This design comes from an exercise in tuning for small area on the open sky130 flow, not from production work.
No functional check of the RTL was part of any run shown here.

==> flow/design.v, too long to show whole: its modules and the start of the top module <==
// module mini_fir_mac: 998 lines
// module mini_fir_cpa: 17 lines
// module mini_fir_fa: 4 lines
// module mini_fir_iha: 4 lines
// module mini_fir_xnor2: 3 lines
// module mini_fir_or2: 3 lines
// module mini_fir_dp: 35 lines
// module mini_fir_ctrl: 57 lines
// module mini_fir: 54 lines
module mini_fir #(
    parameter NUM = 1
)(
    input        clk,
    input        rst_n,
    input  [3:0] i_addr,
    input  [7:0] i_data_wr,
    input        i_wr,
    input        i_rd,
    output [7:0] o_data_rd,
    input  [7:0] i_din,
    output reg [7:0] o_dout
);
  // ...
==> flow/run.sh <==
#!/bin/bash
# synth_recipe.tcl (not shown) runs the flow's synth.tcl, then flattens the netlist and writes it again
# the make line also repeats each setting of config.mk as NAME=value (left out here)
make -C /OpenROAD-flow-scripts/flow DESIGN_CONFIG=/design/flow/config.mk WORK_HOME=/design/flow/orfs CLKGATE_MAP_FILE= SYNTH_SCRIPT=/design/flow/synth_recipe.tcl finish
==> flow/config.mk <==
export PLATFORM = sky130hd
export DESIGN_NAME = mini_fir
export DESIGN_NICKNAME = mini_fir
export VERILOG_FILES = /design/flow/design.v
export SDC_FILE = /design/flow/constraint.sdc
export NUM_CORES = 4
export LEC_CHECK = 0
export ABC_AREA = 1
export CAP_MARGIN = 20
export CORE_MARGIN = 2
export CORE_UTILIZATION = 65
export CTS_BUF_LIST = sky130_fd_sc_hd__clkbuf_8
export CTS_CLUSTER_SIZE = 10
export GPL_TIMING_DRIVEN = 0
export SLEW_MARGIN = 20
export SYNTH_HIERARCHICAL = 1
==> flow/constraint.sdc <==
create_clock -name core_clock -period 5.5 [get_ports {clk}]
set_input_delay 1.1000 -clock core_clock [delete_from_list [all_inputs] [get_ports {clk}]]
set_output_delay 1.1000 -clock core_clock [all_outputs]
set_load 0.01 [all_outputs]
==> metrics.md, run 1 <==
| Metric | Value |
|---|---|
| Synth Area in XOR/XNOR | 0% |
| Hold Crit Start | u_fir_dp.x_d[18] |
| Initial antenna violation count | 1 |
| Design area | around 0.017 mm² |
| Register bit total from synthesis | roughly 150 |
| Status | timing/DRC/antenna clean |
| Buffers, non-clock | between 100 and 150 |
| EDFF count, synth | 0 |
| CTS tree | yes |
| Clock latency (worst-skew pair) | approximately 0.50 ns |
| Buffer share of cell area | 5.30% |
| Core Area | 0.0242 mm² |
| Antenna cells | 0 |
| Pre-CTS setup slack | -0.0547 ns |
| RD Place Congestion | just under 1 |
| Placed instance area | 0.0168 mm² |
| Busiest grt layer | met2 |
| Cts hold-fix bufs | 0 |
| GR Util met2 | 61.9% |
| Largest net degree at the start of global routing | 44 |
| Clock-pin slew on the worst setup and hold paths | 0.13 ns |
| Met3 routed WL | 5330 µm |
| Critical Path End | u_fir_dp.sb_n[2] |
| Worst setup margin | 0.120 ns |
| Fillers | 1892 |
| Seq area share | between 10% and 20% |
| Seq/Total Area, Yosys | 20.8% |
| Yosys warns | 9 |
| DRC | 0 |
==> run 2, diff against run 1 <==
--- a/flow/design.v
+++ b/flow/design.v
@@ -888,35 +888,35 @@
 mini_fir_fa u_fa323 (.a(fs199), .b(fs200), .c(fs268), .s(fs323), .co(fc323));
 mini_fir_fa u_fa324 (.a(fc268), .b(fc269), .c(fc270), .s(fs324), .co(fc324));
 mini_fir_fa u_fa325 (.a(fs205), .b(fs271), .c(fs272), .s(fs325), .co(fc325));
 mini_fir_fa u_fa326 (.a(fc271), .b(fc272), .c(fc273), .s(fs326), .co(fc326));
 mini_fir_fa u_fa327 (.a(fc274), .b(fs210), .c(fs275), .s(fs327), .co(fc327));
 mini_fir_fa u_fa328 (.a(fs276), .b(fs277), .c(fs278), .s(fs328), .co(fc328));
 mini_fir_fa u_fa329 (.a(fc275), .b(fc276), .c(fc277), .s(fs329), .co(fc329));
 mini_fir_fa u_fa330 (.a(fc278), .b(fs279), .c(fs280), .s(fs330), .co(fc330));
-mini_fir_iha u_ha0 (.a(fs281), .b(fs282), .s(hs0), .co(hc0));
+mini_fir_fa u_ha0 (.a(fs281), .b(fs282), .c(1'b1), .s(hs0), .co(hc0));
 mini_fir_fa u_fa331 (.a(fc279), .b(fc280), .c(fc281), .s(fs331), .co(fc331));
 mini_fir_fa u_fa332 (.a(fs283), .b(fs284), .c(fc282), .s(fs332), .co(fc332));
-mini_fir_iha u_ha1 (.a(fs285), .b(fs286), .s(hs1), .co(hc1));
+mini_fir_fa u_ha1 (.a(fs285), .b(fs286), .c(1'b1), .s(hs1), .co(hc1));
 mini_fir_fa u_fa333 (.a(fc283), .b(fc284), .c(fc285), .s(fs333), .co(fc333));
 mini_fir_fa u_fa334 (.a(fc286), .b(fs287), .c(fs288), .s(fs334), .co(fc334));
-mini_fir_iha u_ha2 (.a(fs289), .b(fs290), .s(hs2), .co(hc2));
+mini_fir_fa u_ha2 (.a(fs289), .b(fs290), .c(1'b1), .s(hs2), .co(hc2));
 mini_fir_fa u_fa335 (.a(fc287), .b(fc288), .c(fc289), .s(fs335), .co(fc335));
 mini_fir_fa u_fa336 (.a(fs291), .b(fs292), .c(fs293), .s(fs336), .co(fc336));
-mini_fir_iha u_ha3 (.a(fc290), .b(fs294), .s(hs3), .co(hc3));
+mini_fir_fa u_ha3 (.a(fc290), .b(fs294), .c(1'b1), .s(hs3), .co(hc3));
 mini_fir_fa u_fa337 (.a(fc291), .b(fc292), .c(fc293), .s(fs337), .co(fc337));
 mini_fir_fa u_fa338 (.a(fs240), .b(fs295), .c(fs296), .s(fs338), .co(fc338));
 mini_fir_fa u_fa339 (.a(fs297), .b(fc294), .c(fs298), .s(fs339), .co(fc339));
 mini_fir_fa u_fa340 (.a(fc295), .b(fc296), .c(fc297), .s(fs340), .co(fc340));
 mini_fir_fa u_fa341 (.a(fs299), .b(fs300), .c(fc298), .s(fs341), .co(fc341));
-mini_fir_iha u_ha4 (.a(fs301), .b(fs302), .s(hs4), .co(hc4));
+mini_fir_fa u_ha4 (.a(fs301), .b(fs302), .c(1'b1), .s(hs4), .co(hc4));
 mini_fir_fa u_fa342 (.a(fc299), .b(fc300), .c(fs303), .s(fs342), .co(fc342));
 mini_fir_fa u_fa343 (.a(fs304), .b(fs305), .c(fc301), .s(fs343), .co(fc343));
-mini_fir_iha u_ha5 (.a(fc302), .b(fs306), .s(hs5), .co(hc5));
+mini_fir_fa u_ha5 (.a(fc302), .b(fs306), .c(1'b1), .s(hs5), .co(hc5));
 mini_fir_fa u_fa344 (.a(fs307), .b(fc252), .c(fc303), .s(fs344), .co(fc344));
 mini_fir_fa u_fa345 (.a(fc304), .b(fc305), .c(fs308), .s(fs345), .co(fc345));
 mini_fir_fa u_fa346 (.a(fs309), .b(fs310), .c(fc306), .s(fs346), .co(fc346));
 mini_fir_fa u_fa347 (.a(fc307), .b(fs264), .c(fs311), .s(fs347), .co(fc347));
 mini_fir_fa u_fa348 (.a(fs312), .b(fs313), .c(fc308), .s(fs348), .co(fc348));
 mini_fir_fa u_fa349 (.a(fc309), .b(fc310), .c(fs314), .s(fs349), .co(fc349));
 mini_fir_fa u_fa350 (.a(fs315), .b(fs316), .c(fs317), .s(fs350), .co(fc350));
 mini_fir_fa u_fa351 (.a(fc264), .b(fc311), .c(fc312), .s(fs351), .co(fc351));
@@ -924,17 +924,17 @@
 mini_fir_fa u_fa353 (.a(fc265), .b(fc315), .c(fc316), .s(fs353), .co(fc353));
 mini_fir_fa u_fa354 (.a(p3_0_0), .b(p4_0_0), .c(p5_0_0), .s(fs354), .co(fc354));
 mini_fir_fa u_fa355 (.a(fc319), .b(fs266), .c(fs267), .s(fs355), .co(fc355));
 mini_fir_fa u_fa356 (.a(fc320), .b(fs269), .c(fc321), .s(fs356), .co(fc356));
 mini_fir_fa u_fa357 (.a(fs270), .b(fs322), .c(fs323), .s(fs357), .co(fc357));
 mini_fir_fa u_fa358 (.a(fc322), .b(fc323), .c(fs273), .s(fs358), .co(fc358));
 mini_fir_fa u_fa359 (.a(fs274), .b(fs324), .c(fs325), .s(fs359), .co(fc359));
 mini_fir_fa u_fa360 (.a(fc324), .b(fc325), .c(fs326), .s(fs360), .co(fc360));
-mini_fir_iha u_ha6 (.a(fs327), .b(fs328), .s(hs6), .co(hc6));
+mini_fir_fa u_ha6 (.a(fs327), .b(fs328), .c(1'b1), .s(hs6), .co(hc6));
 mini_fir_fa u_fa361 (.a(fc326), .b(fc327), .c(fc328), .s(fs361), .co(fc361));
 mini_fir_fa u_fa362 (.a(fs329), .b(fs330), .c(hs0), .s(fs362), .co(fc362));
 mini_fir_fa u_fa363 (.a(fc329), .b(fc330), .c(fs331), .s(fs363), .co(fc363));
 mini_fir_fa u_fa364 (.a(hc0), .b(hs1), .c(fs332), .s(fs364), .co(fc364));
 mini_fir_fa u_fa365 (.a(fc331), .b(hc1), .c(fc332), .s(fs365), .co(fc365));
 mini_fir_fa u_fa366 (.a(fs333), .b(fs334), .c(hs2), .s(fs366), .co(fc366));
 mini_fir_fa u_fa367 (.a(fc333), .b(fc334), .c(fs335), .s(fs367), .co(fc367));
 mini_fir_fa u_fa368 (.a(fs336), .b(hc2), .c(hs3), .s(fs368), .co(fc368));
@@ -964,32 +964,32 @@
 mini_fir_fa u_fa392 (.a(fc369), .b(fs371), .c(fc370), .s(fs392), .co(fc392));
 mini_fir_fa u_fa393 (.a(fc371), .b(fs373), .c(fc372), .s(fs393), .co(fc393));
 mini_fir_fa u_fa394 (.a(fs375), .b(fc373), .c(fc374), .s(fs394), .co(fc394));
 mini_fir_fa u_fa395 (.a(fc375), .b(fs377), .c(fc376), .s(fs395), .co(fc395));
 mini_fir_fa u_fa396 (.a(fs379), .b(fc377), .c(fs380), .s(fs396), .co(fc396));
 mini_fir_fa u_fa397 (.a(fs381), .b(fc379), .c(fc380), .s(fs397), .co(fc397));
 mini_fir_fa u_fa398 (.a(fc353), .b(fc381), .c(fc382), .s(fs398), .co(fc398));
 mini_fir_fa u_fa399 (.a(p6_0_0), .b(fs319), .c(fs354), .s(fs399), .co(fc399));
-mini_fir_iha u_ha7 (.a(fs355), .b(fs383), .s(hs7), .co(hc7));
-mini_fir_iha u_ha8 (.a(fc383), .b(fs384), .s(hs8), .co(hc8));
+mini_fir_fa u_ha7 (.a(fs355), .b(fs383), .c(1'b1), .s(hs7), .co(hc7));
+mini_fir_fa u_ha8 (.a(fc383), .b(fs384), .c(1'b1), .s(hs8), .co(hc8));
 mini_fir_fa u_fa400 (.a(fc384), .b(fs359), .c(fs385), .s(fs400), .co(fc400));
 mini_fir_fa u_fa401 (.a(fc385), .b(hs6), .c(fs386), .s(fs401), .co(fc401));
 mini_fir_fa u_fa402 (.a(fc386), .b(fs362), .c(fs387), .s(fs402), .co(fc402));
 mini_fir_fa u_fa403 (.a(fc387), .b(fs364), .c(fs388), .s(fs403), .co(fc403));
 mini_fir_fa u_fa404 (.a(fc388), .b(fs366), .c(fs389), .s(fs404), .co(fc404));
 mini_fir_fa u_fa405 (.a(fs368), .b(fc389), .c(fs390), .s(fs405), .co(fc405));
 mini_fir_fa u_fa406 (.a(fs370), .b(fc390), .c(fs391), .s(fs406), .co(fc406));
 mini_fir_fa u_fa407 (.a(fs372), .b(fc391), .c(fs392), .s(fs407), .co(fc407));
 mini_fir_fa u_fa408 (.a(fs374), .b(fc392), .c(fs393), .s(fs408), .co(fc408));
 mini_fir_fa u_fa409 (.a(fs376), .b(fc393), .c(fs394), .s(fs409), .co(fc409));
 mini_fir_fa u_fa410 (.a(fs378), .b(fc394), .c(fs395), .s(fs410), .co(fc410));
 mini_fir_fa u_fa411 (.a(fc378), .b(fs396), .c(fc395), .s(fs411), .co(fc411));
 mini_fir_fa u_fa412 (.a(fs382), .b(fc396), .c(fs397), .s(fs412), .co(fc412));
-mini_fir_iha u_ha9 (.a(fc397), .b(fs398), .s(hs9), .co(hc9));
+mini_fir_fa u_ha9 (.a(fc397), .b(fs398), .c(1'b1), .s(hs9), .co(hc9));
 assign mc0 = fc399 | hs7;
 assign mc1 = (hc7 & hs8) | (mc0 & (hc7 | hs8));
 assign mc2 = (hc8 & fs400) | (mc1 & (hc8 | fs400));
 assign mc3 = (fc400 & fs401) | (mc2 & (fc400 | fs401));
 assign mc4 = (fc401 & fs402) | (mc3 & (fc401 | fs402));
 assign mc5 = (fc402 & fs403) | (mc4 & (fc402 | fs403));
 assign mc6 = (fc403 & fs404) | (mc5 & (fc403 | fs404));
 assign o_a_n = {hc9, fc412, fc411, fc410, fc409, fc408, fc407, fc406, fc405, fc404};
--- a/flow/config.mk
+++ b/flow/config.mk
@@ -5,12 +5,12 @@
 export SDC_FILE = /design/flow/constraint.sdc
 export NUM_CORES = 4
 export LEC_CHECK = 0
 export ABC_AREA = 1
 export CAP_MARGIN = 20
 export CORE_MARGIN = 2
 export CORE_UTILIZATION = 65
 export CTS_BUF_LIST = sky130_fd_sc_hd__clkbuf_8
-export CTS_CLUSTER_SIZE = 10
+export CTS_CLUSTER_DIAMETER = 30
 export GPL_TIMING_DRIVEN = 0
 export SLEW_MARGIN = 20
 export SYNTH_HIERARCHICAL = 1
==> run 2 against run 1 <==
Net effect:
- die area is 0.59% lower
- global-route usage grew 0.58 points
- synthesized cell count is 4.3% lower
- count of clock-buffer cells in the layout rose by 1
- cell count shrank 2.7%
- clock skew fell by 0.0089 ns
- routed wire length grew 1.3%
==> metrics.md, run 2 <==
| Metric | Value |
|---|---|
| Status | timing/DRC/antenna clean |
| Endpoint class of the critical path | flip-flop |
| DRC | 0 (unchanged) |
| H-tree depth | 4 |
| Grt ovf | 0 |
| Biggest regs | u_fir_dp.x_d: 56 flops, u_fir_dp.sa_n: 10 flops, u_fir_dp.sb_n: 10 flops |
| Vias in the first global route | approximately 13k |
| Worst setup margin | 0.0832 ns (-0.0367 ns) |
| Vias per Instance | ~6.1 |
| CP max FO | 10 |
| CP arrival | 5.83 ns |
| Num CTS Buffers | 17 |
| RD Place Congestion | 0.979 (-0.13%) |
| Layout Nets | roughly 2k |
| Util after Layout | around 71% |
| Routed len/inst | 25.4 µm |
| Clock tree buffer depth | 2 |
| Most flops, register | u_fir_dp.x_d |
| Antenna cells | 0 (unchanged) |
| Root Driver | clkbuf_8 |
| Cell variety after synth | 22 |
| Minimum clock period | 5.42 ns |
| Die Y | 161 µm |
| Peak Freq | 0.185 GHz |
| Slew margin rel. | 44.1% |
| Mapped Cells | 1538 |
| Commonest non-fill, non-tap cell in the layout | nand2_1 |
| Clk_skew | 0.0211 ns |
| Final hold vios | 0 |
| Seq/Total Area, Yosys | 21.0% (+0.13 points) |
| Largest net degree at the start of global routing | 54 (+23%) |
| Largest register FFs | between 50 and 60 |
| Final WL | about 48000 µm |
| Port Buf Inserts | 38 |
| Placed wire-length estimate | between 30000 and 40000 µm |
| Area contributors post-synth | fa_1 54%, nand2_1 14%, dfrtp_1 11%, dfxtp_1 9.7%, clkbuf_1 2.7% |
| Setup TNS | 0 ns |
| Post-route ant nets | 0 |
| Most frequent cells in the layout | 591 x nand2_1, 430 x fa_1, 73 x dfxtp_1 |
| # rows | 57 |
| Worst EP required | 5.91 ns |
| Initial antenna violation count | 0 (-1) |
| Global Route Usage Sum | between 40 and 50% |
| Core Area | 0.0242 mm² (-0.29%) |
| First-pass GRT wire length | 74700 µm |
| Synth-to-Final Area Change | 7.97% |
| Layout cells sized above 1 | 11.3% |
| Initial core utilization | 65.9% |
| # Max-Cap Violations | 0 |
| Fillers | 1818 (-3.9%) |
| Cell accounting for the most synthesized area | fa_1 |
| I/O pins | 40 |
| Clock latency (worst-skew pair) | 0.49 ns (about the same) |
| Netlist Area Pre-Place | 0.0159 mm² |
| Commonest cells post-synth | 591 x nand2_1, 433 x fa_1, 113 x clkbuf_1, 77 x dfxtp_1, 72 x dfrtp_1 |
| Syn_area_per_cell | 10.4 µm² |
| # clock sinks | 149 |
| Register bit total from synthesis | 149 (unchanged) |
| Crit share post-route | 98.5% |
| Asr flop ratio synth | between 40 and 50% |
| CTS tree | yes |
| Pre-CTS setup slack | -0.463 ns (-0.408 ns) |
| Chip width | 161 µm |
| Top_reg_cell synth | dfxtp_1 |
| 1st-iter DRT viols | 1364 |
| Hold Path Class | reg -> reg |
| Clock-pin slew on the worst setup and hold paths | 0.10 ns (-0.03 ns) |
| Yosys warns | 9 (unchanged) |
| Vias | 11.5k |
| Critical path class | reg -> reg |
| Most common cell in the synthesized netlist | nand2_1 |
| Final setup violation count | 0 |
| Top cell type's share of synthesized area | a little over half |
| EDFF count, synth | 0 (unchanged) |
| Die area | 0.0258 mm² |
| Slew Limit Fails | 0 |
| Element type at the critical path start | flip-flop |
| 1st-pass router iterations | 5 |
| Least-Margin Pin Slew | 0.839 ns |
[run 2: per-layer routing]
metal / vias to the layer above / wire length [µm] / GRT usage, %
li1: 4639 / - / -
met5: - / 0 / 0
met4: 0 / 2890 / 21.2
met3: 204 / 5410 / 10.2
met1: 5827 / 17300 / 53.9
met2: 832 / 22600 / 61.7
[run 2: worst paths after layout]
check	start	to	slack [ns]	cells past startpoint
setup reg to reg	u_fir_ctrl.o_coeff_04[3]	u_fir_dp.sc_n	0.08	13
hold / removal	u_fir_dp.x_d[16]	u_fir_dp.x_d[24]	0.35	0
setup / recovery	u_fir_ctrl.o_coeff_04[3]	u_fir_dp.sc_n	0.08	13
min in group asynchronous	rst_n	o_dout[6]	0.50	1
hold reg to reg	u_fir_dp.x_d[16]	u_fir_dp.x_d[24]	0.35	0
max in group asynchronous	rst_n	u_fir_ctrl.o_coeff_01[1]	4.37	2
[run 2: what timing repair did]
action,4_1_cts,5_1_grt
endpoints found under the hold margin,0,0
setup endpoints to repair,13,8
hold buffers,0,0
resized for setup,44,75
setup buffers,0,14
pin swaps,0,1
[run 2: layout make-up]
cell class,count,area [µm²],area share (%)
inverters,38,143,0.829
flip-flops and latches,149,3390,19.7
multi-input cells,1210,11800,68.8
repair buffers,53,510,2.97
clock buffers,18,248,1.44
plain buffers,90,517,3.00
well taps,324,405,2.36
clock inverters,14,153,0.887
[run 2: worst max-delay path: stages, from the launching register on]
cell and delay, ns:
dfrtp_1 0.78, nand2_1 0.17, fa_1 0.55, fa_1 0.43, fa_1 0.54, fa_1 0.44, fa_1 0.51, fa_1 0.43
fa_1 0.48, fa_2 0.59, nand2_1 0.07, o21ai_0 0.09, inv_1 0.10, a21oi_4 0.16
[run 2: per-module statistics from Yosys, one instance, submodules excluded]
module / area [µm²] / flip-flops and latches
mini_fir_mac: 2360 / 0
mini_fir_ctrl: 2940 / 64
mini_fir: 305 / 8
mini_fir_fa: 20.0 / 0
mini_fir_cpa: 41.3 / 0
mini_fir_dp: 1630 / 77
[run 2: logic make-up (layout without fill, tap and decap cells)]
logic type	after synthesis	after routing	synth area share [%]
DFF	149	149	21.0
adders and majority gates	433	433	54.4
other	1	10	0.0235
and+or+nand+nor	692	692	17.2
AOI/OAI and AO/OA	75	75	2.35
buffers and inverters	188	213	5.08
[run 2: through the flow]
step / hold WS (ns) / cell area, µm² / instances
final: 0.349 / 17200 / 1896
after global routing: 0.355 / 17200 / 1896
after global placement: 0.332 / 16800 / 1909
after floorplan: 0.329 / 16000 / 1547
after CTS: 0.339 / 17000 / 1886
after detailed placement: 0.334 / 16800 / 1910

-- re-timing with driven ports --
The results above use ideal ports. As a check the final layouts listed here were re-extracted and re-timed, cells and wires unchanged.
Step 1: set_driving_cell puts a clkbuf_16 on clk and a buf_2 on each other input, an assumption about the parent block.
Step 2 times the ports against the registers' clock, not the clock port: input delays grow and output delays shrink by t, the midpoint of the rising clock arrivals with the driver on.
Slacks: ideal / step 1 / step 2; pairs: ideal / step 1.
run	t (ns)	setup slack, ns	worst setup path at the end	worst register clock-pin slew, ns
run 1	0.534	0.120 / 0.120 / 0.120	register to register	0.13 / 0.13
run 2	0.528	0.083 / 0.083 / 0.083	register to register	0.11 / 0.11
After both steps setup and hold are still met in every run listed.
